This design comes from an exercise in tuning for small area on the open sky130 flow, not from production work. Only simulation tests tie the RTL to the original design; equivalence was not proved. Power and IR drop assume default switching activity.

// CombinedCode
module CombinedCode(clk,rst,switch, btn1, btn2,keypad_col,keypad_row, dot_row, dot_col, seven_right, led1, led2);
Size: ~900 cells after synthesis, ~46 I/O pins.
Settings: LEC_CHECK=0, ABC_AREA=1, CAP_MARGIN=20, CORE_MARGIN=2, CORE_UTILIZATION=40, SLEW_MARGIN=20; clock period 8.0 ns.
standard.sh (not shown) runs the stock make flow with config.mk's settings and CLKGATE_MAP_FILE= SYNTH_SCRIPT=/design/flow/synth_recipe.tcl, a recipe that flattens the netlist after the stock synthesis.
==> flow/flow/run.sh <==
#!/bin/bash
# Standard layout, except: the combinational cells of the standard synthesis are mapped again
# for area (registers untouched; the smallest of three ABC scripts' results is kept), the port
# buffers use the smallest buffer cell, and the clock tree uses mid-size buffers without dummy
# loads. Each tool's output goes to its own log here.
set -euo pipefail
export BUFFER_PORTS_ARGS="-buffer_cell sky130_fd_sc_hd__buf_1"
export CTS_ARGS="-sink_clustering_enable -repair_clock_nets -sink_clustering_size 12 -sink_clustering_max_diameter 45 -buf_list sky130_fd_sc_hd__clkbuf_4 -dont_use_dummy_load"
YOSYS=${YOSYS_EXE:-$FLOW_HOME/../tools/install/yosys/bin/yosys}
R=orfs/results/$FLOW_PLATFORM/CombinedCode/base
bash standard.sh synth > synth.log 2>&1
cp $R/1_2_yosys.v standard_synth.v
best=""; best_area=""
for s in 1 2 3; do
  mkdir -p reopt_$s
  REOPT_LIB=$FLOW_HOME/platforms/$FLOW_PLATFORM/lib/sky130_fd_sc_hd__tt_025C_1v80.lib \
  REOPT_IN=standard_synth.v REOPT_OUT=reopt_$s/netlist.v REOPT_DIR=reopt_$s REOPT_ABC=flow/reopt_$s.abc \
    $YOSYS -c flow/reopt.tcl > reopt_$s.log 2>&1 || continue
  a=$(awk '/Chip area for top module/ {print $NF}' reopt_$s/reopt_after.stat)
  if [[ -n "$a" ]] && { [[ -z "$best" ]] || awk -v a="$a" -v b="$best_area" 'BEGIN {exit !(a < b)}'; }; then
    best=$s; best_area=$a
  fi
done
echo "re-mapped netlist: script $best, area $best_area" > reopt_choice.txt
if [[ -n "$best" ]]; then cp reopt_$best/netlist.v $R/1_2_yosys.v; fi
bash standard.sh finish > layout.log 2>&1
Other scripts of this flow, unchanged in this note and not shown: flow/flow/reopt.tcl, flow/flow/reopt_1.abc, flow/flow/reopt_2.abc, flow/flow/reopt_3.abc
Change:
--- a/flow/flow/run.sh
+++ b/flow/flow/run.sh
@@ -3 +3 @@
-# for area (registers untouched; the smallest of three ABC scripts' results is kept), the port
+# for area (registers untouched; the smallest of five ABC scripts' results is kept), the port
@@ -8 +8 @@
-export CTS_ARGS="-sink_clustering_enable -repair_clock_nets -sink_clustering_size 12 -sink_clustering_max_diameter 45 -buf_list sky130_fd_sc_hd__clkbuf_4 -dont_use_dummy_load"
+export CTS_ARGS="-sink_clustering_enable -repair_clock_nets -sink_clustering_size 10 -sink_clustering_max_diameter 40 -buf_list sky130_fd_sc_hd__clkbuf_4 -dont_use_dummy_load"
@@ -14 +14 @@
-for s in 1 2 3; do
+for s in 1 2 3 4 5; do
==> flow/flow/reopt_4.abc (new file) <==
strash
balance -l
resub -K 6 -l
rewrite -l
resub -K 6 -N 2 -l
refactor -l
resub -K 8 -l
balance -l
resub -K 8 -N 2 -l
rewrite -l
resub -K 10 -l
rewrite -z -l
resub -K 10 -N 2 -l
balance -l
resub -K 12 -l
refactor -z -l
resub -K 12 -N 2 -l
rewrite -z -l
balance -l
&get -n
&st
&dch -f
&nf -a -R 1000
&put
strash
balance -l
resub -K 6 -l
rewrite -l
resub -K 6 -N 2 -l
refactor -l
resub -K 8 -l
balance -l
resub -K 8 -N 2 -l
rewrite -l
resub -K 10 -l
rewrite -z -l
resub -K 10 -N 2 -l
balance -l
resub -K 12 -l
refactor -z -l
resub -K 12 -N 2 -l
rewrite -z -l
balance -l
&get -n
&st
&dch -f
&nf -a -R 1000
&put
strash
balance -l
resub -K 6 -l
rewrite -l
resub -K 6 -N 2 -l
refactor -l
resub -K 8 -l
balance -l
resub -K 8 -N 2 -l
rewrite -l
resub -K 10 -l
rewrite -z -l
resub -K 10 -N 2 -l
balance -l
resub -K 12 -l
refactor -z -l
resub -K 12 -N 2 -l
rewrite -z -l
balance -l
&get -n
&st
&dch -f
&nf -a -R 1000
&put
topo
==> flow/flow/reopt_5.abc (new file) <==
strash
balance -l
resub -K 6 -l
rewrite -l
resub -K 6 -N 2 -l
refactor -l
resub -K 8 -l
balance -l
resub -K 8 -N 2 -l
rewrite -l
resub -K 10 -l
rewrite -z -l
resub -K 10 -N 2 -l
balance -l
resub -K 12 -l
refactor -z -l
resub -K 12 -N 2 -l
rewrite -z -l
balance -l
&get -n
&st
&dch -f
&nf -a -R 2000 -F 20 -A 20
&put
strash
balance -l
resub -K 6 -l
rewrite -l
resub -K 6 -N 2 -l
refactor -l
resub -K 8 -l
balance -l
resub -K 8 -N 2 -l
rewrite -l
resub -K 10 -l
rewrite -z -l
resub -K 10 -N 2 -l
balance -l
resub -K 12 -l
refactor -z -l
resub -K 12 -N 2 -l
rewrite -z -l
balance -l
&get -n
&st
&dch -f
&nf -a -R 2000
&put
topo
Settings changed: CORE_UTILIZATION 40 to 65.
Result: Sequential share of layout area went up by 1.1 points. Setup slack degrades by 0.33 ns. Count of clock-buffer cells in the layout climbs by 1. Total power came out higher by about 2.5%. Wire length came out higher by 26%. Worst hold slack gains 0.026 ns.

========
== oak ==
CombinedCode, a different RTL version from the one above (not shown whole).
Size: about 1,100 cells after synthesis, ~46 I/O pins.
Settings: LEC_CHECK=0, CAP_MARGIN=20, CORE_MARGIN=2, CORE_UTILIZATION=40, CTS_BUF_LIST=sky130_fd_sc_hd__clkbuf_8, CTS_CLUSTER_DIAMETER=50, CTS_CLUSTER_SIZE=16, SLEW_MARGIN=20; clock period 8.0 ns.
run.sh (not shown) runs the stock make flow with config.mk's settings and CLKGATE_MAP_FILE= SYNTH_SCRIPT=/design/flow/synth_recipe.tcl, a recipe that flattens the netlist after the stock synthesis.
Stock flow here: none of the scripts above is used.
Every stage of the flow completed for oak, and the final layout passed the timing, design-rule and antenna checks.
> inputs changed (oak -> pine)
# oak
export LEC_CHECK = 0
export CAP_MARGIN = 20
export CORE_MARGIN = 2
export CORE_UTILIZATION = 40
export CTS_BUF_LIST = sky130_fd_sc_hd__clkbuf_8
export CTS_CLUSTER_DIAMETER = 50
export CTS_CLUSTER_SIZE = 16
export SLEW_MARGIN = 20
create_clock -name core_clock -period 8.0 [get_ports {clk}]
# pine
export LEC_CHECK = 0
export CAP_MARGIN = 20
export CORE_MARGIN = 2
export CORE_UTILIZATION = 40
export CTS_BUF_LIST = sky130_fd_sc_hd__clkbuf_4
export CTS_CLUSTER_DIAMETER = 40
export CTS_CLUSTER_SIZE = 10
export SLEW_MARGIN = 20
create_clock -name core_clock -period 8.0 [get_ports {clk}]
[summary]
On post-synthesis to final-layout area growth, pine and oak are basically level. There was hardly any difference in finished layout cell area between oak and pine. Between oak and pine, the flow reports highest clock rate decreasing slightly. Diff oak -> pine: fraction of power consumed by the clock network higher, combinational cell fraction of total power lower, count of clock-buffer cells in the layout higher. Worst hold slack essentially unchanged between pine and oak. | core utilization | pine vs oak | ≈ equal |. Re overall power consumption: pine is about 0.5% up on oak. Looking only at setup slack of the critical path after layout, and setting everything else aside, the higher value of pine and oak goes to oak.
Relative to pine, the following input files were edited for birch:
# pine
export LEC_CHECK = 0
export CAP_MARGIN = 20
export CORE_MARGIN = 2
export CORE_UTILIZATION = 40
export CTS_BUF_LIST = sky130_fd_sc_hd__clkbuf_4
export CTS_CLUSTER_DIAMETER = 40
export CTS_CLUSTER_SIZE = 10
export SLEW_MARGIN = 20
create_clock -name core_clock -period 8.0 [get_ports {clk}]
# birch
export LEC_CHECK = 0
export CAP_MARGIN = 20
export CORE_MARGIN = 2
export CORE_UTILIZATION = 40
export SLEW_MARGIN = 20
create_clock -name core_clock -period 8.0 [get_ports {clk}]
==> flow/flow/run.sh (new file) <==
#!/bin/bash
# Standard layout, except: the combinational cells of the standard synthesis are mapped again
# for area (registers untouched), the port buffers use the smallest buffer cell, and the clock
# tree uses mid-size buffers without dummy loads. Each tool's output goes to its own log here.
set -euo pipefail
export BUFFER_PORTS_ARGS="-buffer_cell sky130_fd_sc_hd__buf_1"
export CTS_ARGS="-sink_clustering_enable -repair_clock_nets -sink_clustering_size 12 -sink_clustering_max_diameter 45 -buf_list sky130_fd_sc_hd__clkbuf_4 -dont_use_dummy_load"
YOSYS=${YOSYS_EXE:-$FLOW_HOME/../tools/install/yosys/bin/yosys}
R=orfs/results/$FLOW_PLATFORM/CombinedCode/base
bash standard.sh synth > synth.log 2>&1
cp $R/1_2_yosys.v standard_synth.v
REOPT_LIB=$FLOW_HOME/platforms/$FLOW_PLATFORM/lib/sky130_fd_sc_hd__tt_025C_1v80.lib \
REOPT_IN=standard_synth.v REOPT_OUT=reopt_synth.v REOPT_DIR=. REOPT_ABC=flow/reopt.abc \
  $YOSYS -c flow/reopt.tcl > reopt.log 2>&1
cp reopt_synth.v $R/1_2_yosys.v
bash standard.sh finish > layout.log 2>&1
==> flow/flow/reopt.abc (new file) <==
strash
balance -l
resub -K 6 -l
rewrite -l
resub -K 6 -N 2 -l
refactor -l
resub -K 8 -l
balance -l
resub -K 8 -N 2 -l
rewrite -l
resub -K 10 -l
rewrite -z -l
resub -K 10 -N 2 -l
balance -l
resub -K 12 -l
refactor -z -l
resub -K 12 -N 2 -l
rewrite -z -l
balance -l
&get -n
&st
&dch -f
&nf -a
&put
strash
balance -l
resub -K 6 -l
rewrite -l
resub -K 6 -N 2 -l
refactor -l
resub -K 8 -l
balance -l
resub -K 8 -N 2 -l
rewrite -l
resub -K 10 -l
rewrite -z -l
resub -K 10 -N 2 -l
balance -l
resub -K 12 -l
refactor -z -l
resub -K 12 -N 2 -l
rewrite -z -l
balance -l
&get -n
&st
&dch -f
&nf -a
&put
topo
==> flow/flow/reopt.tcl (new file) <==
# Area re-mapping of the standard synthesis netlist: the registers (and the tie cell) are kept
# as they are; only the combinational cells between them are mapped again, for area.
yosys -import
set lib $::env(REOPT_LIB)
set top $::env(FLOW_TOP)
read_liberty -ignore_miss_func $lib
read_verilog $::env(REOPT_IN)
hierarchy -top $top
setattr -mod -set keep_hierarchy 1 sky130_fd_sc_hd__df* sky130_fd_sc_hd__edf* sky130_fd_sc_hd__conb*
tee -o $::env(REOPT_DIR)/reopt_before.stat stat -liberty $lib
flatten
opt_clean
techmap
opt -fast
abc -liberty $lib -dont_use *probe* -dont_use *lpflow* -dont_use *clkbuf* -dont_use *clkdly* -dont_use *clkinv* -dont_use *dlygate* -dont_use *dlymetal* -script $::env(REOPT_ABC) $top
opt_clean -purge
splitnets
opt_clean -purge
insbuf -buf sky130_fd_sc_hd__buf_4 A X
hierarchy -top $top
tee -o $::env(REOPT_DIR)/reopt_after.stat stat -liberty $lib
blackbox =A:keep_hierarchy
setattr -mod -unset keep_hierarchy
write_verilog -noattr -noexpr -nohex -nodec $::env(REOPT_OUT)
==> flow/standard.sh (new file) <==
#!/bin/bash
# synth_recipe.tcl (not shown) runs the flow's synth.tcl, then flattens the netlist and writes it again
# the make line also repeats each setting of config.mk as NAME=value (left out here)
make -C /OpenROAD-flow-scripts/flow DESIGN_CONFIG=/design/flow/config.mk WORK_HOME=/design/flow/orfs CLKGATE_MAP_FILE= SYNTH_SCRIPT=/design/flow/synth_recipe.tcl "${@:-finish}"
removed: flow/run.sh
==> comparison <==
- Wire length of the first global-routing pass: birch vs pine down 16%
- Fraction of layout instances using a drive strength above 1, birch and pine, lower one = birch.
- Multi-input logic area (birch over pine): decrease, 940 um2
- Wire length on birch is ahead of pine.
- Measured against birch, the total via count after detailed routing of pine comes out at 1.17 times the reference value.
- | minimum period implied by the final worst setup slack | birch vs pine | 210 ps lower |
For maple, these inputs were changed with respect to birch:
==> flow/flow/run.sh <==
#!/bin/bash
# Standard layout with the port buffers made of the smallest buffer cell and a clock tree of
# mid-size buffers without dummy loads.
set -euo pipefail
export BUFFER_PORTS_ARGS="-buffer_cell sky130_fd_sc_hd__buf_1"
export CTS_ARGS="-sink_clustering_enable -repair_clock_nets -sink_clustering_size 10 -sink_clustering_max_diameter 40 -buf_list sky130_fd_sc_hd__clkbuf_4 -dont_use_dummy_load"
bash standard.sh finish > layout.log 2>&1
removed: flow/flow/reopt.abc
removed: flow/flow/reopt.tcl
Sort maple and birch by wire length of the first global-routing pass, descending, and maple comes first.
Utilization of the core after routing: maple vs birch down 0.26 points
In maple relative to birch, total core area had gone up by more than 10%.
Largest driver fanout on the critical path came out higher on maple than on birch.
Delta (maple minus birch): sequential share of layout area -6.0 points, post-route fraction of the period consumed by the critical path went up, area of the die increased about 13%, total area of multi-input combinational cells increased by about 27% relative to the old numbers.
Edits applied to the flow inputs when going from maple to cedar:
==> flow/flow/run.sh <==
#!/bin/bash
# Standard layout, except: the combinational cells of the standard synthesis are mapped again
# for area (registers untouched), the port buffers use the smallest buffer cell, and the clock
# tree uses mid-size buffers without dummy loads. Each tool's output goes to its own log here.
set -euo pipefail
export BUFFER_PORTS_ARGS="-buffer_cell sky130_fd_sc_hd__buf_1"
export CTS_ARGS="-sink_clustering_enable -repair_clock_nets -sink_clustering_size 6 -sink_clustering_max_diameter 30 -buf_list sky130_fd_sc_hd__clkbuf_2 -dont_use_dummy_load"
YOSYS=${YOSYS_EXE:-$FLOW_HOME/../tools/install/yosys/bin/yosys}
R=orfs/results/$FLOW_PLATFORM/CombinedCode/base
bash standard.sh synth > synth.log 2>&1
cp $R/1_2_yosys.v standard_synth.v
REOPT_LIB=$FLOW_HOME/platforms/$FLOW_PLATFORM/lib/sky130_fd_sc_hd__tt_025C_1v80.lib \
REOPT_IN=standard_synth.v REOPT_OUT=reopt_synth.v REOPT_DIR=. REOPT_ABC=flow/reopt.abc \
  $YOSYS -c flow/reopt.tcl > reopt.log 2>&1
cp reopt_synth.v $R/1_2_yosys.v
bash standard.sh finish > layout.log 2>&1
==> flow/flow/reopt.abc (new file) <==
strash
balance -l
resub -K 6 -l
rewrite -l
resub -K 6 -N 2 -l
refactor -l
resub -K 8 -l
balance -l
resub -K 8 -N 2 -l
rewrite -l
resub -K 10 -l
rewrite -z -l
resub -K 10 -N 2 -l
balance -l
resub -K 12 -l
refactor -z -l
resub -K 12 -N 2 -l
rewrite -z -l
balance -l
&get -n
&st
&dch -f
&nf -a
&put
strash
balance -l
resub -K 6 -l
rewrite -l
resub -K 6 -N 2 -l
refactor -l
resub -K 8 -l
balance -l
resub -K 8 -N 2 -l
rewrite -l
resub -K 10 -l
rewrite -z -l
resub -K 10 -N 2 -l
balance -l
resub -K 12 -l
refactor -z -l
resub -K 12 -N 2 -l
rewrite -z -l
balance -l
&get -n
&st
&dch -f
&nf -a
&put
topo
==> flow/flow/reopt.tcl (new file) <==
# Area re-mapping of the standard synthesis netlist: the registers (and the tie cell) are kept
# as they are; only the combinational cells between them are mapped again, for area.
yosys -import
set lib $::env(REOPT_LIB)
set top $::env(FLOW_TOP)
read_liberty -ignore_miss_func $lib
read_verilog $::env(REOPT_IN)
hierarchy -top $top
setattr -mod -set keep_hierarchy 1 sky130_fd_sc_hd__df* sky130_fd_sc_hd__edf* sky130_fd_sc_hd__conb*
tee -o $::env(REOPT_DIR)/reopt_before.stat stat -liberty $lib
flatten
opt_clean
techmap
opt -fast
abc -liberty $lib -dont_use *probe* -dont_use *lpflow* -dont_use *clkbuf* -dont_use *clkdly* -dont_use *clkinv* -dont_use *dlygate* -dont_use *dlymetal* -script $::env(REOPT_ABC) $top
opt_clean -purge
splitnets
opt_clean -purge
insbuf -buf sky130_fd_sc_hd__buf_4 A X
hierarchy -top $top
tee -o $::env(REOPT_DIR)/reopt_after.stat stat -liberty $lib
blackbox =A:keep_hierarchy
setattr -mod -unset keep_hierarchy
write_verilog -noattr -noexpr -nohex -nodec $::env(REOPT_OUT)
In terms of fraction of final layout cells sized beyond drive strength 1, maple and cedar differ only marginally. Clock network fraction of design power is higher on cedar. Going from maple to cedar, cell-internal power shrinks by about 5%. Comparing cedar and maple, the higher die height was measured on maple. Re final weighted congestion in routability-driven placement: cedar and maple aren't equal, and the lower value belongs to cedar. cedar ended with less die outline area than maple.

separate check: timing with driven ports:
In the flow no input, the clock included, has a driving cell. The finished layouts below were timed again as built, in two steps. Step 1 (the two cells are an assumption about what drives the block):
set clk [get_ports {clk}]
set_driving_cell -lib_cell sky130_fd_sc_hd__clkbuf_16 $clk
set_driving_cell -lib_cell sky130_fd_sc_hd__buf_2 [delete_from_list [all_inputs] $clk]
Step 2, shift: input delay + t, output delay - t, t = (earliest + latest rising clock arrival at the registers) / 2. This alone moves slack from input paths to output paths. Three values: ideal, step 1, step 2; two values: the first two.
| run | t, ns | setup slack, ns | worst slew at a driven data input, ns | cell pins on the clock port's net |
|---|---|---|---|---|
| the first run of note 1 | 0.671 | 3.124 / 3.088 / 3.213 | 0.05 | 1 |
| the second run of note 1 | 0.691 | 2.797 / 2.771 / 2.771 | 0.08 | 1 |
| oak | 0.617 | 2.858 / 2.817 / 2.855 | 0.03 | 1 |
| pine | 0.687 | 2.843 / 2.799 / 2.852 | 0.03 | 1 |
| birch | 0.682 | 3.049 / 3.027 / 3.027 | 0.03 | 1 |
| maple | 0.646 | 2.900 / 2.875 / 2.875 | 0.03 | 1 |
| cedar | 0.798 | 3.046 / 3.025 / 3.025 | 0.03 | 1 |
After both steps setup and hold are still met in every run listed. For the second run of note 1, which loses most, drivers alone change the setup slack by -0.026 ns; drivers and shift together by -0.026 ns.
